What follows belongs to an exercise in optimizing a design on an open flow for small area and a short achievable clock period; a production flow would make more cautious choices.
Function was not checked in any run shown here: the RTL went through the layout flow alone.
Power and IR drop assume default switching activity.

==> flow/design.v (outline; a module is shown in full before it is edited, if it fits) <==
// module fir_filter: 820 lines
// module fir_fa: 6 lines
module fir_filter (clk, reset, x, y);
  // ...
==> flow/run.sh <==
#!/bin/bash
# synth_recipe.tcl (not shown) runs the flow's synth.tcl, then flattens the netlist and writes it again
# the make line also repeats each setting of config.mk as NAME=value (left out here)
make -C /OpenROAD-flow-scripts/flow DESIGN_CONFIG=/design/flow/config.mk WORK_HOME=/design/flow/orfs CLKGATE_MAP_FILE= SYNTH_SCRIPT=/design/flow/synth_recipe.tcl finish
==> flow/config.mk <==
export PLATFORM = sky130hd
export DESIGN_NAME = fir_filter
export DESIGN_NICKNAME = fir_filter
export VERILOG_FILES = /design/flow/design.v
export SDC_FILE = /design/flow/constraint.sdc
export NUM_CORES = 4
export LEC_CHECK = 0
export ABC_CLOCK_PERIOD_IN_PS = 2500
export CAP_MARGIN = 20
export CORE_MARGIN = 2
export CORE_UTILIZATION = 40
export CTS_BUF_LIST = sky130_fd_sc_hd__clkbuf_4 sky130_fd_sc_hd__clkbuf_8
export CTS_CLUSTER_DIAMETER = 50
export CTS_CLUSTER_SIZE = 16
export SETUP_SLACK_MARGIN = 5.0
export SLEW_MARGIN = 20
export SYNTH_HIERARCHICAL = 1
export SYNTH_MINIMUM_KEEP_SIZE = 0
==> flow/constraint.sdc <==
create_clock -name core_clock -period 8.0 [get_ports {clk}]
set_input_delay 1.6000 -clock core_clock [delete_from_list [all_inputs] [get_ports {clk}]]
set_output_delay 1.6000 -clock core_clock [all_outputs]
set_load 0.01 [all_outputs]
==> out/qor.yml, run 1 <==
cpMaxStageDelayCell: "fa_1"
synth_enable_flop_cells: 0
met2WireLength_um: 18400
grt.overflow.total: 0
grt_usage_pct: 15.2
max_freq_ghz: 0.314
worst_slew_pin_slew_ns: 0.816
holdWs_ns: 0.360
drc_errors: 0
status: "complete, no violations"
finalNonFillerCells: 2062
hold_path_depth: 0
vias: 9320
use_met2_pct: 24.7
root_buffer: "clkbuf_8"
internal_power_uw: 5930
coreArea_sq_mm: 0.0504
tns_ns: 0
n_tap_cell: 672
p_comb_uw: 5340
dp_hpwl_um: 28200
path_max_fanout: 3
min_to: "h1[31]"
area_growth_pct: 14.1
h-tree-depth: 2
crit_buf_inv: 2
multiInputCombCellCount: 598
path_class: "flop to flop"
cts_tree: "yes"
seq_power_share_pct: 30.5
hp-class: "flop to flop"
ff2ff_setup_slack_ns: 4.81
drv_slew: 0
yosysTopAreaCellShare_pct: 42.4
==> run 2, diff against run 1 <==
--- a/flow/design.v
+++ b/flow/design.v
@@ -793,17 +793,92 @@
   wire ys783, yc784;
   fir_fa u_ys783 (.a(~h0[30]), .b(q0[31]), .c(q1[31]), .s(ys783), .co(yc784));
   wire [31:0] r0_d = {rc408, rc394, rc380, rc366, rc352, rc338, rc324, rc310, rc296, rc282, rc268, rc254, rc240, rc226, rc212, rc198, rc184, rc170, rc156, rc142, rc128, rc114, rc100, rc86, rc72, rc58, rc44, rs43, rc18, rs17, rs7, h3[0]};
   wire [31:0] r1_d = {rs421, rs407, rs393, rs379, rs365, rs351, rs337, rs323, rs309, rs295, rs281, rs267, rs253, rs239, rs225, rs211, rs197, rs183, rs169, rs155, rs141, rs127, rs113, rs99, rs85, rs71, rs57, 1'b0, rs29, 1'b0, 1'b0, rs1};
   wire [31:0] q0_d = {qc710, qc700, qc690, qc680, qc670, qc660, qc650, qc640, qc630, qc620, qc610, qc600, qc590, qc580, qc570, qc560, qc550, qc540, qc530, qc520, qc510, qc500, qc490, qc480, qc470, qc460, qs459, qc442, qc434, qc428, qs427, qs423};
   wire [31:0] q1_d = {qs719, qs709, qs699, qs689, qs679, qs669, qs659, qs649, qs639, qs629, qs619, qs609, qs599, qs589, qs579, qs569, qs559, qs549, qs539, qs529, qs519, qs509, qs499, qs489, qs479, qs469, 1'b0, qs449, qs441, qs433, 1'b0, 1'b0};
   wire [31:0] ya = {yc782, yc780, yc778, yc776, yc774, yc772, yc770, yc768, yc766, yc764, yc762, yc760, yc758, yc756, yc754, yc752, yc750, yc748, yc746, yc744, yc742, yc740, yc738, yc736, yc734, ~yc732, ~yc730, ~ys729, ys725, 1'b1, ~h0[0], ~q0[0]};
   wire [31:0] yb = {ys783, ys781, ys779, ys777, ys775, ys773, ys771, ys769, ys767, ys765, ys763, ys761, ys759, ys757, ys755, ys753, ys751, ys749, ys747, ys745, ys743, ys741, ys739, ys737, ys735, ys733, ~ys731, 1'b0, 1'b0, ~ys721, ~q0[1], 1'b0};
-  wire [31:0] y_d = ya + yb;
+  wire [31:0] y_d_p = ya ^ yb, y_d_g = ya & yb;
+  wire y_dG1 = y_d_g[1] | (y_d_p[1] & y_d_g[0]);
+  wire y_dG2 = y_d_g[3] | (y_d_p[3] & y_d_g[2]);
+  wire y_dP2 = y_d_p[3] & y_d_p[2];
+  wire y_dG3 = y_d_g[5] | (y_d_p[5] & y_d_g[4]);
+  wire y_dP3 = y_d_p[5] & y_d_p[4];
+  wire y_dG4 = y_d_g[7] | (y_d_p[7] & y_d_g[6]);
+  wire y_dP4 = y_d_p[7] & y_d_p[6];
+  wire y_dG5 = y_d_g[9] | (y_d_p[9] & y_d_g[8]);
+  wire y_dP5 = y_d_p[9] & y_d_p[8];
+  wire y_dG6 = y_d_g[11] | (y_d_p[11] & y_d_g[10]);
+  wire y_dP6 = y_d_p[11] & y_d_p[10];
+  wire y_dG7 = y_d_g[13] | (y_d_p[13] & y_d_g[12]);
+  wire y_dP7 = y_d_p[13] & y_d_p[12];
+  wire y_dG8 = y_d_g[15] | (y_d_p[15] & y_d_g[14]);
+  wire y_dP8 = y_d_p[15] & y_d_p[14];
+  wire y_dG9 = y_d_g[17] | (y_d_p[17] & y_d_g[16]);
+  wire y_dP9 = y_d_p[17] & y_d_p[16];
+  wire y_dG10 = y_d_g[19] | (y_d_p[19] & y_d_g[18]);
+  wire y_dP10 = y_d_p[19] & y_d_p[18];
+  wire y_dG11 = y_d_g[21] | (y_d_p[21] & y_d_g[20]);
+  wire y_dP11 = y_d_p[21] & y_d_p[20];
+  wire y_dG12 = y_d_g[23] | (y_d_p[23] & y_d_g[22]);
+  wire y_dP12 = y_d_p[23] & y_d_p[22];
+  wire y_dG13 = y_d_g[25] | (y_d_p[25] & y_d_g[24]);
+  wire y_dP13 = y_d_p[25] & y_d_p[24];
+  wire y_dG14 = y_d_g[27] | (y_d_p[27] & y_d_g[26]);
+  wire y_dP14 = y_d_p[27] & y_d_p[26];
+  wire y_dG15 = y_d_g[29] | (y_d_p[29] & y_d_g[28]);
+  wire y_dP15 = y_d_p[29] & y_d_p[28];
+  wire y_dG16 = y_dG2 | (y_dP2 & y_dG1);
+  wire y_dG17 = y_dG4 | (y_dP4 & y_dG3);
+  wire y_dP17 = y_dP4 & y_dP3;
+  wire y_dG18 = y_dG6 | (y_dP6 & y_dG5);
+  wire y_dP18 = y_dP6 & y_dP5;
+  wire y_dG19 = y_dG8 | (y_dP8 & y_dG7);
+  wire y_dP19 = y_dP8 & y_dP7;
+  wire y_dG20 = y_dG10 | (y_dP10 & y_dG9);
+  wire y_dP20 = y_dP10 & y_dP9;
+  wire y_dG21 = y_dG12 | (y_dP12 & y_dG11);
+  wire y_dP21 = y_dP12 & y_dP11;
+  wire y_dG22 = y_dG14 | (y_dP14 & y_dG13);
+  wire y_dP22 = y_dP14 & y_dP13;
+  wire y_dG23 = y_dG17 | (y_dP17 & y_dG16);
+  wire y_dG24 = y_dG19 | (y_dP19 & y_dG18);
+  wire y_dP24 = y_dP19 & y_dP18;
+  wire y_dG25 = y_dG21 | (y_dP21 & y_dG20);
+  wire y_dP25 = y_dP21 & y_dP20;
+  wire y_dG26 = y_dG24 | (y_dP24 & y_dG23);
+  wire y_dG27 = y_dG25 | (y_dP25 & y_dG26);
+  wire y_dG28 = y_dG18 | (y_dP18 & y_dG23);
+  wire y_dG29 = y_dG20 | (y_dP20 & y_dG26);
+  wire y_dG30 = y_dG22 | (y_dP22 & y_dG27);
+  wire y_dG31 = y_dG3 | (y_dP3 & y_dG16);
+  wire y_dG32 = y_dG5 | (y_dP5 & y_dG23);
+  wire y_dG33 = y_dG7 | (y_dP7 & y_dG28);
+  wire y_dG34 = y_dG9 | (y_dP9 & y_dG26);
+  wire y_dG35 = y_dG11 | (y_dP11 & y_dG29);
+  wire y_dG36 = y_dG13 | (y_dP13 & y_dG27);
+  wire y_dG37 = y_dG15 | (y_dP15 & y_dG30);
+  wire y_dG38 = y_d_g[2] | (y_d_p[2] & y_dG1);
+  wire y_dG39 = y_d_g[4] | (y_d_p[4] & y_dG16);
+  wire y_dG40 = y_d_g[6] | (y_d_p[6] & y_dG31);
+  wire y_dG41 = y_d_g[8] | (y_d_p[8] & y_dG23);
+  wire y_dG42 = y_d_g[10] | (y_d_p[10] & y_dG32);
+  wire y_dG43 = y_d_g[12] | (y_d_p[12] & y_dG28);
+  wire y_dG44 = y_d_g[14] | (y_d_p[14] & y_dG33);
+  wire y_dG45 = y_d_g[16] | (y_d_p[16] & y_dG26);
+  wire y_dG46 = y_d_g[18] | (y_d_p[18] & y_dG34);
+  wire y_dG47 = y_d_g[20] | (y_d_p[20] & y_dG29);
+  wire y_dG48 = y_d_g[22] | (y_d_p[22] & y_dG35);
+  wire y_dG49 = y_d_g[24] | (y_d_p[24] & y_dG27);
+  wire y_dG50 = y_d_g[26] | (y_d_p[26] & y_dG36);
+  wire y_dG51 = y_d_g[28] | (y_d_p[28] & y_dG30);
+  wire y_dG52 = y_d_g[30] | (y_d_p[30] & y_dG37);
+  wire [31:0] y_d = {y_d_p[31] ^ y_dG52, y_d_p[30] ^ y_dG37, y_d_p[29] ^ y_dG51, y_d_p[28] ^ y_dG30, y_d_p[27] ^ y_dG50, y_d_p[26] ^ y_dG36, y_d_p[25] ^ y_dG49, y_d_p[24] ^ y_dG27, y_d_p[23] ^ y_dG48, y_d_p[22] ^ y_dG35, y_d_p[21] ^ y_dG47, y_d_p[20] ^ y_dG29, y_d_p[19] ^ y_dG46, y_d_p[18] ^ y_dG34, y_d_p[17] ^ y_dG45, y_d_p[16] ^ y_dG26, y_d_p[15] ^ y_dG44, y_d_p[14] ^ y_dG33, y_d_p[13] ^ y_dG43, y_d_p[12] ^ y_dG28, y_d_p[11] ^ y_dG42, y_d_p[10] ^ y_dG32, y_d_p[9] ^ y_dG41, y_d_p[8] ^ y_dG23, y_d_p[7] ^ y_dG40, y_d_p[6] ^ y_dG31, y_d_p[5] ^ y_dG39, y_d_p[4] ^ y_dG16, y_d_p[3] ^ y_dG38, y_d_p[2] ^ y_dG1, y_d_p[1] ^ y_d_g[0], y_d_p[0]};
   always @(posedge clk or posedge reset) begin
     if (reset) begin
       h0 <= 32'd0; h1 <= 32'd0; h2 <= 32'd0; h3 <= 32'd0; h4 <= 32'd0; h5 <= 32'd0; h6 <= 32'd0; h7 <= 32'd0;
       r0 <= 32'hfffffff6;
       r1 <= 32'h00000000;
       q0 <= 32'hffffffb1;
       q1 <= 32'h00000044;
       y_reg <= 32'd0;
==> run 2 against run 1 <==
Net effect: flip-flop and latch count stayed put; register-to-register slack worse by 0.22 ns; synthesized cell count is 7.2% lower; utilization is 0.76 points lower; global-route usage is 0.97 points lower; combinational power is about 20% lower; synthesized area is 2.1% lower.
==> out/qor.yml, run 2 <==
status: "complete, no violations"
netlist_area_sq_mm: 0.0201
synth_enable_flop_cells: 0  # unchanged
swShare_pct: 37.9
crit_buf_inv: 1  # -1
dp.cells: 1889
dp_hpwl_um: 25800  # -8.2%
max_freq_ghz: 0.294  # -6.4%
vias_per_cell: 4.31
grt_max_degree: 176
synth_top_cell_by_area: "dfrtp_1"
p_sw_uw: 3300
slew_headroom_pct: 36.7
required_ns: 8.52
hp-start: "h5[31]"
synth_area_leaders: "dfrtp_1 (43%), fa_1 (40%), dfstp_2 (7.9%), inv_1 (4.5%), ha_1 (1.8%)"
synth_common_cells: "fa_1 (404), dfrtp_1 (347), inv_1 (238)"
seq_power_share_pct: 34.8  # +4.3 points
grt_usage_pct: 14.2  # -0.97 points
synth_cells: 1149
max_cap_violations: 0
crit_chain: "fa_1 > ha_2 > fa_2 > nor4b_4 > a31oi_4 > o21ai_4 > a31oi_4 > or2_1 > fa_2 > inv_2"
netlist-cell-type-count: 28
finalNonFillerCells: 1977  # -4.1%
cp.depth: 10
power.density_mw_per_mm2: 382
pin_count: 66
fin_crit_sh_pct: 42.5
drtAntennaViolNets: 0
holdWs_ns: 0.353  # -0.00726 ns
area_growth_pct: 13.5
ir_drop_uv: 176
slowest_delay_ns: 0.56
pwr-share-comb_pct: 49.0
die_area_sq_mm: 0.0520
cts.clk_slew.worst_paths_ns: 0.09
post-place-ws_ns: 4.43
drc_errors: 0  # unchanged
hold_violations: 0
hold_buffers: 0
root_buffer: "clkbuf_8"
yosysMostFrequentCell: "fa_1"
crit_path_end_kind: "flop"
async_flop_share_pct: 100
die_y_um: 228
globalplace.congestion: 0.762
vias: 8524  # -8.5%
grt_antenna_before_repair: 0
coreArea_sq_mm: 0.0499  # -1.0%
setup_slack_ns: 4.60
grt_pass1_vias: 10700
min_period_ns: 3.40
grt.overflow.total: 0  # unchanged
insertion_delay_ns: 0.62
p_leak_uw: 0.0101
yosys_register_bits: 407
yosysTopAreaCellShare_pct: 43.3  # +0.90 points
rows: 82
portBuffers: 65
die_w_um: 228
reg2regPathDepth: 10
ys.warnings.count: 7
clock_skew_ns: 0.0288
path_class: "flop to flop"
start_util_pct: 40.3
grt_pass1_wl_um: 57300
finalSetupViolCount: 0
drv_slew: 0  # unchanged
layout-drive-gt1-share_pct: 15.2
p_clk_share_pct: 16.2
hp-class: "flop to flop"
mostFrequentLayoutCell: "fa_1"
internal_power_uw: 5400  # -8.9%
nets: 1739
clock-sinks: 407
numCtsBuffers: 41
h-tree-depth: 2  # unchanged
drt-wirelength-per-cell_um: 16.8
r2r-start: "q0[3]"
cp_top_family: "adder cells"
path_max_fanout: 4  # +1
grt_setup_unrepaired: "true"
wl_um: 33200
tns_ns: 0  # unchanged
avgSynthCellArea_sq_um: 17.5
antennaDiodeCount: 0
arrival_ns: 3.92
cts_buffer_depth: 3
cp-start-kind: "flop"
synth_ff_type: "dfrtp_1"
worst_slew_pin_slew_ns: 0.949  # +0.133 ns
cts_tree: "yes"
seq_area_frac_synth_pct: 51.1
drt_iter0_drc: 281
r2r_end: "y_reg[24]"
hold_path_depth: 0  # unchanged
fin_total_pwr_uw: 8700
cpMaxStageDelayCell: "fa_1"
final_cell_mix: "fa_1 (390), dfrtp_1 (343), inv_1 (232)"
dr.pass1.iters: 4
min_to: "h6[31]"
syn-num-nets: 1616
ff2ff_setup_slack_ns: 4.60  # -0.22 ns
-- run 2: kinds of logic (layout without fill, tap and decap cells) --
kind of cell,after synthesis,in the layout,synth area share (%)
DFF,407,407,51.1
xor gates and xnor gates,16,16,0.698
buffers and inverters,238,394,4.45
and+or+nand+nor,26,26,0.711
AOI/OAI and AO/OA,29,29,0.929
adders and majority gates,433,433,42.1
-- run 2: final cells by class --
class | count | area [sq um]
fill | 4418 | 27100
inverter | 238 | 897
multi-input combinational | 504 | 9100
clock inverter | 24 | 229
timing repair buffer | 80 | 766
clock buffer | 52 | 684
tap | 672 | 841
sequential | 407 | 10300
-- run 2: metrics by stage --
stage | instance area [sq um] | utilization [%]
finish | 22800 | 45.7
global route | 22800 | 45.7
CTS | 22700 | 45.5
detailed placement | 21700 | 43.5
global placement | 21700 | 43.5
floorplan | 20100 | -
-- run 2: per-module statistics from Yosys, one instance, submodules excluded --
module / flops+latches / times used / cell area [sq um]
fir_fa: 0 / 391 / 20.0
fir_filter: 407 / 1 / 12200
-- run 2: routing by layer --
metal,routed length (um),share of wire (%),vias to the layer above,GRT usage (%)
met5,0,0,-,0
met4,602,1.8,0,3.37
met3,1250,3.8,47,3.18
met2,16900,51,99,23.2
met1,14500,44,4783,19.7
li1,-,-,3595,-
-- run 2: worst max path at each step --
stage | from | end | slack [ns]
2_1_floorplan | reset | h0[0] | 0.97
3_3_place_gp | q1[3] | y_reg[24] | 4.50
3_5_place_dp | q1[3] | y_reg[24] | 4.43
6_report | q0[3] | y_reg[24] | 4.60
5_1_grt | q0[3] | y_reg[24] | 4.50
4_1_cts | q0[3] | y_reg[24] | 4.59
-- run 2: power groups by stage --
stage	clock network (uW)	logic [uW]	registers, uW
2_1_floorplan	0	2830	3050
3_3_place_gp	0	3930	3080
3_5_place_dp	0	4080	3090
4_1_cts	1480	4240	3050
5_1_grt	1570	4990	3100
6_report	1410	4260	3030
-- run 2: repair_timing --
action | 4_1_cts | 5_1_grt
gates resized for setup | 53 | 23
buffers inserted | 8 | 4
endpoints found under the setup margin | 52 | 101
cloned | 0 | 0
pin swaps | 12 | 11

what the ideal ports hide:
In the flow no input, the clock included, has a driving cell. The finished layouts below were timed again as built, in two steps. Step 1 (the two cells are an assumption about what drives the block):
set clk [get_ports {clk}]
set_driving_cell -lib_cell sky130_fd_sc_hd__clkbuf_16 $clk
set_driving_cell -lib_cell sky130_fd_sc_hd__buf_2 [delete_from_list [all_inputs] $clk]
Step 2 moves the port delays by t, midway between the first and last clock arrival at a register: inputs arrive t later, outputs are due t later. That takes back most of the time a late clock gives input paths. Slacks: ideal / step 1 / step 2; pairs: ideal / step 1.
run	shift t [ns]	slack for setup (ns)	hold WS [ns]	worst setup path at the end	worst data-port slew with drivers (ns)
run 1	0.664	4.814 / 4.814 / 4.507	0.360 / 0.360 / 0.360	input to register	0.03
run 2	0.654	4.598 / 4.598 / 4.490	0.353 / 0.353 / 0.353	input to register	0.08
After both steps setup and hold are still met in every run listed. For run 1, which loses most, drivers alone change the setup slack by 0.000 ns; drivers and shift together by -0.307 ns.
